This design comes from an exercise in tuning for small area, a short achievable clock period and few clock cycles on the open sky130 flow, not from production work. Function was checked by simulation only, so behaviour that the tests miss may differ from the original.

// subterranean_lwc
module subterranean_lwc
#(parameter ASYNC_RSTN = 0,
parameter G_PWIDTH = 32,
parameter G_SWIDTH = 32,
parameter G_SEGMENT_SIZE_BITS = 16,
parameter G_HASH_SIZE_WORDS = 8,
parameter G_TAG_SIZE_WORDS = 4
)
(
    input wire clk,
    input wire rst,
    input wire [(G_PWIDTH-1):0] pdi_data,
    input wire pdi_valid,
    output wire pdi_ready,
    input wire [(G_SWIDTH-1):0] sdi_data,
    input wire sdi_valid,
    output wire sdi_ready,
    output wire [(G_PWIDTH-1):0] do_data,
    output wire do_valid,
    input wire do_ready,
    output wire do_last
);
localparam P_IDLE = 4'd0,  P_NHDR = 4'd1,  P_NDAT = 4'd2,  P_AHDR = 4'd3,
           P_ADAT = 4'd4,  P_PHDR = 4'd5,  P_PDAT = 4'd6,  P_TAG  = 4'd7,
           P_THDR = 4'd8,  P_TDAT = 4'd9,  P_SQ   = 4'd10, P_STAT = 4'd11,
           P_HHDR = 4'd12, P_HDAT = 4'd13, P_INST = 4'd14;
function [31:0] bswap(input [31:0] x);
    bswap = {x[7:0], x[15:8], x[23:16], x[31:24]};
endfunction
reg [14:0] ph;          
reg [256:0] st;
reg [4:0] nr;           
reg nz;                 
reg [3:0] cnt;          
reg [15:0] len;         
reg lastw;              
reg [2:0] wsize;        
reg eot;
reg dec;
reg fail;
reg hlast;              
reg [3:0] bsel;         
reg [3:0] bsel_n;
reg ms;                 
reg dsel;               
reg kw;                 
reg [1:0] sph;          
reg [1:0] kcnt;
reg kact;               
reg hfirst;             
reg spend;              
reg hpend;              
reg pinst_v, pinst_h;   
reg pv, pc;             
reg [32:0] o0, o1;
reg v0, v1;
reg prdy, srdy;         
reg m_key;              
reg m_word;             
reg m_hash;             
reg m_sq;               
reg m_t;                
reg dfull;              
reg [14:0] ph_n;
reg [3:0] cnt_n;
reg [15:0] len_n;
reg lastw_n;
reg [2:0] wsize_n;
reg eot_n, dec_n, fail_n, kact_n, hfirst_n, hlast_n, spend_n, hpend_n, pinst_v_n, pinst_h_n, nxt, nxh;
reg [1:0] sph_n, kcnt_n;
wire ptake = pdi_valid & prdy;
  ...
Size: roughly 3,100 cells after synthesis, roughly 400 flip-flops.
Settings: LEC_CHECK=0, ABC_CLOCK_PERIOD_IN_PS=2000, CAP_MARGIN=20, CORE_MARGIN=2, CORE_UTILIZATION=40, CTS_CLUSTER_DIAMETER=100, CTS_CLUSTER_SIZE=24, SETUP_SLACK_MARGIN=2.65, SLEW_MARGIN=20, TNS_END_PERCENT=5; clock period 5.0 ns.
standard.sh (not shown) runs the stock make flow with config.mk's settings and CLKGATE_MAP_FILE= SYNTH_SCRIPT=/design/flow/synth_recipe.tcl, a recipe that flattens the netlist after the stock synthesis.
==> flow/flow/run.sh <==
#!/bin/bash
# The standard layout, except that the port buffers are plain buffers
# (buffer_ports otherwise picks a delay cell, clkdlybuf4s50_1, for them).
set -euo pipefail
export BUFFER_PORTS_ARGS="-buffer_cell sky130_fd_sc_hd__buf_4"
bash standard.sh finish > make_finish.log 2>&1
Testbench counts at the start, summed over its fixed seeds: cycles 13,182.
Change:
--- a/flow/flow/run.sh
+++ b/flow/flow/run.sh
@@ -4,3 +4,3 @@
 set -euo pipefail
-export BUFFER_PORTS_ARGS="-buffer_cell sky130_fd_sc_hd__buf_4"
+export BUFFER_PORTS_ARGS="-buffer_cell sky130_fd_sc_hd__buf_2"
 bash standard.sh finish > make_finish.log 2>&1
--- a/flow/config.mk
+++ b/flow/config.mk
@@ -13,3 +13,3 @@
 export CTS_CLUSTER_SIZE = 24
-export SETUP_SLACK_MARGIN = 2.65
+export SETUP_SLACK_MARGIN = 2.8
 export SLEW_MARGIN = 20
After rerunning: Final area rises by 1.2%; setup slack improves by 110 ps; first-iteration DRC count is lower by 5.1%.

---

Setup of R:
Starting RTL as in the previous note.
// subterranean_lwc
module subterranean_lwc
#(parameter ASYNC_RSTN = 0,
parameter G_PWIDTH = 32,
parameter G_SWIDTH = 32,
parameter G_SEGMENT_SIZE_BITS = 16,
parameter G_HASH_SIZE_WORDS = 8,
parameter G_TAG_SIZE_WORDS = 4
)
(
    input wire clk,
    input wire rst,
    input wire [(G_PWIDTH-1):0] pdi_data,
    input wire pdi_valid,
    output wire pdi_ready,
    input wire [(G_SWIDTH-1):0] sdi_data,
    input wire sdi_valid,
    output wire sdi_ready,
    output wire [(G_PWIDTH-1):0] do_data,
    output wire do_valid,
    input wire do_ready,
    output wire do_last
);
localparam P_IDLE = 4'd0,  P_NHDR = 4'd1,  P_NDAT = 4'd2,  P_AHDR = 4'd3,
           P_ADAT = 4'd4,  P_PHDR = 4'd5,  P_PDAT = 4'd6,  P_TAG  = 4'd7,
           P_THDR = 4'd8,  P_TDAT = 4'd9,  P_SQ   = 4'd10, P_STAT = 4'd11,
           P_HHDR = 4'd12, P_HDAT = 4'd13, P_INST = 4'd14;
function [31:0] bswap(input [31:0] x);
    bswap = {x[7:0], x[15:8], x[23:16], x[31:24]};
endfunction
reg [14:0] ph;          
reg [256:0] st;
reg [4:0] nr;           
reg nz;                 
reg [3:0] cnt;          
reg [15:0] len;         
reg lastw;              
reg [2:0] wsize;        
reg eot;
reg dec;
reg fail;
reg hlast;              
reg [3:0] bsel;         
reg [3:0] bsel_n;
reg ms;                 
reg dsel;               
reg kw;                 
reg [1:0] sph;          
reg [1:0] kcnt;
reg kact;               
reg hfirst;             
reg spend;              
reg hpend;              
reg pinst_v, pinst_h;   
reg pv, pc;             
reg [32:0] o0, o1;
reg v0, v1;
reg prdy, srdy;         
reg m_key;              
reg m_word;             
reg m_hash;             
reg m_sq;               
reg m_t;                
reg dfull;              
reg [14:0] ph_n;
reg [3:0] cnt_n;
reg [15:0] len_n;
reg lastw_n;
reg [2:0] wsize_n;
reg eot_n, dec_n, fail_n, kact_n, hfirst_n, hlast_n, spend_n, hpend_n, pinst_v_n, pinst_h_n, nxt, nxh;
  ...
clock: 5.0 ns
lec_check: 0
abc_clock_period_in_ps: 2000
cap_margin: 20
core_margin: 2
core_utilization: 40
cts_cluster_diameter: 100
cts_cluster_size: 24
setup_slack_margin: 3.0
slew_margin: 20
tns_end_percent: 5
==> flow/flow/run.sh <==
#!/bin/bash
# The standard layout, except that the port buffers are plain buffers
# (buffer_ports otherwise picks a delay cell, clkdlybuf4s50_1, for them).
set -euo pipefail
export BUFFER_PORTS_ARGS="-buffer_cell sky130_fd_sc_hd__buf_4"
bash standard.sh finish > make_finish.log 2>&1
R completed; timing, DRC and antenna clean
Testbench counts of R, summed over its fixed seeds: cycles 13,182.
What S does differently from R at the input level:
Settings: SETUP_SLACK_MARGIN now 2.8, was 3.0.
## What came out
S and R all finish clean.
Sort S and R by layout overhead on the synthesized area asc -> top: S
Changes observed in S relative to R: area of all placed cells without fillers lower; critical path depth fell 1; detailed route wirelength on metal2 now sits lower.

[port drivers added, routing unchanged]
Ports are ideal in the flow. The routed layouts listed here were re-timed in OpenROAD.
Step 1, drivers: a clkbuf_16 drives clk and a buf_2 each remaining input, both assumed.
Step 2 moves the port delays by t, midway between the first and last clock arrival at a register: inputs arrive t later, outputs are due t later. That takes back most of the time a late clock gives input paths.
a / b / c = ideal / step 1 / step 2; a / b = the first two.
| run | t (ns) | setup WS [ns] | worst setup path after step 2 | clock arrival spread, ns | slew at the worst register clock pin (ns) |
|---|---|---|---|---|---|
| the first run of note 1 | 0.659 | 2.515 / 2.515 / 1.956 | input to register | 0.045 / 0.045 | 0.11 / 0.11 |
| the second run of note 1 | 0.668 | 2.620 / 2.627 / 1.987 | input to register | 0.026 / 0.026 | 0.10 / 0.10 |
| R | 0.668 | 2.745 / 2.745 / 2.133 | input to register | 0.054 / 0.054 | 0.11 / 0.11 |
| S | 0.661 | 2.714 / 2.690 / 2.079 | input to register | 0.046 / 0.047 | 0.11 / 0.11 |
After both steps setup and hold are still met in every run listed. For S, which loses most, drivers alone change the setup slack by -0.024 ns; drivers and shift together by -0.635 ns.
